Background: an optimization exercise with open tools, aiming at small area. Do not read the settings as production practice.
At most, simulation tests tie the RTL to the original design; equivalence was not proved.
The clock input has no modelled driver; a real chip could not lean on it and would need a root buffer or a full tree.
No activity file was given, so power comes from the tool's default toggle rates.

== job 103 ==
Design MultTop_seq, start of the top module:
module MultTop_seq(input wire clk, input wire reset, input wire m_enable,
                   input wire [7:0] a, input wire [7:0] b,
                   output wire [3:0] an, output wire [7:0] seg);
For scale: about 470 cells after synthesis, about 31 I/O pins.
export LEC_CHECK = 0
export CAP_MARGIN = 20
export CORE_MARGIN = 2
export CORE_UTILIZATION = 40
export CTS_BUF_LIST = sky130_fd_sc_hd__clkbuf_4 sky130_fd_sc_hd__clkbuf_8
export CTS_CLUSTER_SIZE = 10
export SLEW_MARGIN = 20
create_clock -name core_clock -period 10.0 [get_ports {clk}]
run.sh (not shown) runs the stock make flow with config.mk's settings and CLKGATE_MAP_FILE= SYNTH_SCRIPT=/design/flow/synth_recipe.tcl, a recipe that flattens the netlist after the stock synthesis.
Job 103: no failed stages, no open violations at the end
Modified inputs, job 102 compared to job 103
# job 103
export LEC_CHECK = 0
export CAP_MARGIN = 20
export CORE_MARGIN = 2
export CORE_UTILIZATION = 40
export CTS_BUF_LIST = sky130_fd_sc_hd__clkbuf_4 sky130_fd_sc_hd__clkbuf_8
export CTS_CLUSTER_SIZE = 10
export SLEW_MARGIN = 20
create_clock -name core_clock -period 10.0 [get_ports {clk}]
# job 102
export LEC_CHECK = 0
export ABC_AREA = 1
export CAP_MARGIN = 20
export CORE_MARGIN = 2
export CORE_UTILIZATION = 40
export SLEW_MARGIN = 20
create_clock -name core_clock -period 10.0 [get_ports {clk}]
Notes after the runs:
Job 102 vs job 103: number of vias after detailed routing up in job 102
Worst setup margin (higher): job 102
Number of setup buffers added after CTS came out exactly the same in job 102 and job 103.
In terms of clock skew, job 103 and job 102 differ only marginally.
Diff job 103 -> job 102 | global-route usage | increase of 1.2 points
The lower count of buffers not belonging to the clock network in the layout of job 102 and job 103 is in job 102.
Job 102 vs. job 103: non-clock buffer contribution to total cell area went down by 0.35 points.
No functional check of the RTL was part of any run of this note.

---

MultTop_seq, a different RTL version from the one above (not shown whole).
For scale: roughly 360 cells after synthesis, roughly 89 flip-flops, roughly 31 I/O pins, roughly 4100 um^2 of cells after synthesis.
// MultTop_seq
module MultTop_seq(input wire clk, input wire reset, input wire m_enable,
                   input wire [7:0] a, input wire [7:0] b,
                   output wire [3:0] an, output wire [7:0] seg);
    reg  [3:0]  mc;
    reg         rv;       
    reg  [7:0]  ar;       
    reg  [15:0] p;        
    wire m_idle = (mc == 4'd0);
    wire m_done = (mc == 4'd5);
    wire m_first = (mc == 4'd1);
    wire [7:0] addend = ar & {8{p[0]}};
    wire [8:0] cy;
    wire [7:0] sm;
    assign cy[0] = 1'b0;
    genvar gi;
    generate for (gi = 0; gi < 8; gi = gi + 1) begin : rca
        assign sm[gi] = p[8+gi] ^ addend[gi] ^ cy[gi];
        assign cy[gi+1] = (p[8+gi] & addend[gi]) | (cy[gi] & (p[8+gi] ^ addend[gi]));
    end endgenerate
    wire [8:0] sum = {cy[8], sm};
    reg  [1:0]  ph;
    reg  [3:0]  ix;
    wire ph_a = (ph == 2'd1);
    wire ph_s = (ph == 2'd3);
    wire ix0 = (ix == 4'd0);
    wire ix15 = (ix == 4'd15);
    reg  [15:0] cp;       
    reg  [15:0] l;        
    wire c_idle = ~ph[0];
    reg         cz;       
    wire diff = cz ? (p != 16'd0) : (p != cp);
    wire cp_load = m_idle & rv & diff & (c_idle | (m_enable & ph_s & ix15));
    wire start = c_idle & rv & (m_first | diff);
    wire step = ph_s;
    wire clr = reset | (ph_s & ix0);
    wire sbit = cp[~ix] & ~reset;
    wire [15:0] li = clr ? 16'd0 : l;
    function [3:0] add3(input [3:0] d);
        add3 = {d[3] | (d[2] & (d[1] | d[0])),
                (d[3] & d[0]) | (d[2] & ~d[1] & ~d[0]),
                (d[3] & ~d[0]) | (~d[2] & d[1]) | (d[1] & d[0]),
                (d[3] & ~d[0]) | (~d[3] & ~d[2] & d[0]) | (d[2] & d[1] & ~d[0])};
    endfunction
    wire [15:0] la = {add3(li[15:12]), add3(li[11:8]), add3(li[7:4]), add3(li[3:0])};
    always @(posedge clk) begin
        if (reset) mc <= 4'd0;
        else if (m_idle) mc <= {3'd0, m_enable};
        else if (m_done) mc <= 4'd0;
        else mc <= {mc[2:0], mc[3] ^ mc[2] ^ ~|mc[2:0]};
    end
    always @(posedge clk) begin
        if (reset) rv <= 1'b0;
        else if (m_done) rv <= 1'b1;
        else if (m_first) rv <= 1'b0;
        else if (m_idle & m_enable) rv <= rv & diff & ph_s & ix15;
    end
    always @(posedge clk) begin
        if (m_idle) begin
  ...
clock: 10.0 ns
lec_check: 0
cap_margin: 20
core_margin: 2
core_utilization: 60
place_density: 0.75
slew_margin: 20
standard.sh (not shown) runs the stock make flow with config.mk's settings and CLKGATE_MAP_FILE= SYNTH_SCRIPT=/design/flow/synth_recipe.tcl, a recipe that flattens the netlist after the stock synthesis.
==> flow/flow/run.sh <==
#!/bin/bash
set -euo pipefail
W=$PWD
{ head -n 1 synth_recipe.tcl; cat flow/abc_override.tcl; tail -n +2 synth_recipe.tcl; } > my_synth.tcl
sed "s#SYNTH_SCRIPT=[^ ]*#SYNTH_SCRIPT=$W/my_synth.tcl#" standard.sh > my_standard.sh
grep -q "SYNTH_SCRIPT=$W/my_synth.tcl" my_standard.sh
export MY_ABC_SCRIPT=$W/flow/area.abc
export BUFFER_PORTS_ARGS="-buffer_cell sky130_fd_sc_hd__buf_1"
export PRE_CTS_TCL=$W/flow/pre_cts.tcl
export MY_NBUF=8
export MY_BUFCELL=sky130_fd_sc_hd__clkbuf_4
export MY_ROOT=sky130_fd_sc_hd__clkbuf_4
bash my_standard.sh > standard.log 2>&1
==> flow/flow/pre_cts.tcl <==
# Clock tree by hand: the clock port drives MY_NBUF clock buffers (a power
# of two), each driving the flip-flops of one region of the placement,
# regions found by recursive bisection at the median.
set nbuf $::env(MY_NBUF)
set bufcell $::env(MY_BUFCELL)
set block [ord::get_db_block]
set db [ord::get_db]
set clk_net [$block findNet clk]
set master [$db findMaster $bufcell]
set items {}
foreach it [$clk_net getITerms] {
  set loc [[$it getInst] getLocation]
  lappend items [list [lindex $loc 0] [lindex $loc 1] $it]
}
proc bisect {items n} {
  if {$n <= 1} { return [list $items] }
  set xs [lsort -integer [lmap e $items {lindex $e 0}]]
  set ys [lsort -integer [lmap e $items {lindex $e 1}]]
  set dx [expr {[lindex $xs end] - [lindex $xs 0]}]
  set dy [expr {[lindex $ys end] - [lindex $ys 0]}]
  set idx [expr {$dx >= $dy ? 0 : 1}]
  set sorted [lsort -integer -index $idx $items]
  set half [expr {[llength $sorted] / 2}]
  set a [lrange $sorted 0 [expr {$half - 1}]]
  set b [lrange $sorted $half end]
  set m [expr {$n / 2}]
  return [concat [bisect $a $m] [bisect $b $m]]
}
set groups [bisect $items $nbuf]
# optional root buffer between the clock port and the leaf buffers
set root_net $clk_net
if {[info exists ::env(MY_ROOT)] && $::env(MY_ROOT) ne ""} {
  set rinst [odb::dbInst_create $block [$db findMaster $::env(MY_ROOT)] "clkbuf_man_root"]
  set root_net [odb::dbNet_create $block "clknet_man_root"]
  $root_net setSigType CLOCK
  [$rinst findITerm A] connect $clk_net
  [$rinst findITerm X] connect $root_net
  set rx 0; set ry 0
  foreach e $items { set rx [expr {$rx + [lindex $e 0]}]; set ry [expr {$ry + [lindex $e 1]}] }
  $rinst setLocation [expr {$rx / [llength $items]}] [expr {$ry / [llength $items]}]
  $rinst setPlacementStatus PLACED
}
set b 0
foreach grp $groups {
  set inst [odb::dbInst_create $block $master "clkbuf_man_$b"]
  set net [odb::dbNet_create $block "clknet_man_$b"]
  $net setSigType CLOCK
  set sx 0; set sy 0
  foreach e $grp {
    set it [lindex $e 2]
    $it disconnect
    $it connect $net
    set sx [expr {$sx + [lindex $e 0]}]
    set sy [expr {$sy + [lindex $e 1]}]
  }
  set cx [expr {$sx / [llength $grp]}]
  set cy [expr {$sy / [llength $grp]}]
  [$inst findITerm A] connect $root_net
  [$inst findITerm X] connect $net
  $inst setLocation $cx $cy
  $inst setPlacementStatus PLACED
  puts "manual clock buffer $b: [llength $grp] sinks at $cx $cy"
  incr b
}
detailed_placement
# the tree is complete: make clock_tree_synthesis only propagate the clock
rename clock_tree_synthesis orig_clock_tree_synthesis
proc clock_tree_synthesis {args} {
  puts "clock tree built by hand"
  set_propagated_clock [all_clocks]
}
Other scripts of this flow, unchanged in this note and not shown: flow/flow/abc_override.tcl, flow/flow/area.abc
The first run finished with timing, DRC and antenna clean.
Rerun with:
--- a/flow/flow/run.sh
+++ b/flow/flow/run.sh
@@ -12 +12 @@
-export MY_ROOT=sky130_fd_sc_hd__clkbuf_4
+export MY_ROOT=sky130_fd_sc_hd__clkbuf_8
--- a/flow/config.mk
+++ b/flow/config.mk
@@ -10,2 +10,2 @@
-export CORE_UTILIZATION = 60
-export PLACE_DENSITY = 0.75
+export CORE_UTILIZATION = 70
+export PLACE_DENSITY = 0.85
The changed run finished clean.
Clock power hardly moves.
Final cell count fell slightly.
Cell area stays flat.
Hold slack is better by 0.0086 ns.
Total power is about the same.
Setup slack improved by 0.041 ns.
Synthesized area is unchanged.
Sequential share of layout area is about the same.
Synthesized cell count does not change.
First-iteration DRC count goes up by well over a third.
Rerun with:
--- a/flow/flow/run.sh
+++ b/flow/flow/run.sh
@@ -12 +12 @@
-export MY_ROOT=sky130_fd_sc_hd__clkbuf_8
+export MY_ROOT=sky130_fd_sc_hd__clkbuf_4
--- a/flow/config.mk
+++ b/flow/config.mk
@@ -8 +8 @@
-export CAP_MARGIN = 20
+export CAP_MARGIN = 0
@@ -12 +12 @@
-export SLEW_MARGIN = 20
+export SLEW_MARGIN = 0
Outcome:
- worst hold slack stays flat
- via count drops by about 0.44%
- routed wire length goes down by about 0.7%
- worst setup slack improves by 0.072 ns
- core utilization fell by 0.11 points
- combinational power is about the same
- clock power fell by about 3%
- global-route usage drops by 0.22 points
- maximum frequency rose by about 1.8%
Rerun with:
--- a/flow/flow/run.sh
+++ b/flow/flow/run.sh
@@ -12 +12 @@
-export MY_ROOT=sky130_fd_sc_hd__clkbuf_4
+export MY_ROOT=sky130_fd_sc_hd__clkbuf_8
The new run completed with no timing, DRC or antenna violations.
Worst hold slack stays flat.
Sequential cell count stays the same.
First-iteration DRC count went up by a few percent.
Worst setup slack loses 0.072 ns.
Total power went up slightly.
Wire length went up slightly.
Register-to-register slack is about the same.
Synthesized cell count is unchanged.
Rerun with:
--- a/flow/flow/run.sh
+++ b/flow/flow/run.sh
@@ -12 +12 @@
-export MY_ROOT=sky130_fd_sc_hd__clkbuf_8
+export MY_ROOT=sky130_fd_sc_hd__clkbuf_4
--- a/flow/config.mk
+++ b/flow/config.mk
@@ -8 +8 @@
-export CAP_MARGIN = 0
+export CAP_MARGIN = 20
@@ -10,0 +11 @@
+export GPL_TIMING_DRIVEN = 0
@@ -12 +13 @@
-export SLEW_MARGIN = 0
+export SLEW_MARGIN = 20
Result:
- power barely changes
- sequential cell count does not change
- design area stays flat
- clock skew is higher by 0.0043 ns
- sequential power barely changes
- combinational power hardly moves
Rerun with:
--- a/flow/config.mk
+++ b/flow/config.mk
@@ -8 +8 @@
-export CAP_MARGIN = 20
+export CAP_MARGIN = 0
@@ -11 +10,0 @@
-export GPL_TIMING_DRIVEN = 0
@@ -13 +12 @@
-export SLEW_MARGIN = 20
+export SLEW_MARGIN = 0
After rerunning: Worst setup slack gains 0.10 ns. Core utilization hardly moves. Via count fell by 0.47%. Wire length hardly moves. Cell count is unchanged.
No run of this note takes its clock network from TritonCTS; it comes from the design's own scripts or RTL.

[static timing again, ports no longer ideal]
Ports are ideal in the flow. The routed layouts listed here were re-timed in OpenROAD.
Step 1 assumes that a clkbuf_16 drives the clock port and a buf_2 every other input.
Step 2 times the ports against the registers' clock, not the clock port: input delays grow and output delays shrink by t, the midpoint of the rising clock arrivals with the driver on.
a / b / c = no drivers / after step 1 / after step 2; a / b = the first two.
| run | shift t [ns] | setup WS [ns] | worst slew at a driven data input, ns |
|---|---|---|---|
| job 103 | 0.403 | 5.285 / 5.253 / 5.655 | 0.03 |
| job 102 | 0.387 | 5.532 / 5.492 / 5.878 | 0.03 |
| the first run of note 2 | 0.443 | 5.957 / 5.956 / 5.514 | 0.03 |
| the second run of note 2 | 0.372 | 5.997 / 5.995 / 5.623 | 0.03 |
| the third run of note 2 | 0.434 | 6.069 / 6.065 / 5.631 | 0.03 |
| the fourth run of note 2 | 0.372 | 5.997 / 5.995 / 5.623 | 0.03 |
| the fifth run of note 2 | 0.447 | 5.965 / 5.963 / 5.516 | 0.03 |
| the sixth run of note 2 | 0.434 | 6.069 / 6.065 / 5.631 | 0.03 |
After both steps every run listed still meets setup and hold. The setup slack of the fifth run of note 2, which loses most, moves by -0.002 ns with the drivers and by -0.449 ns with both steps.
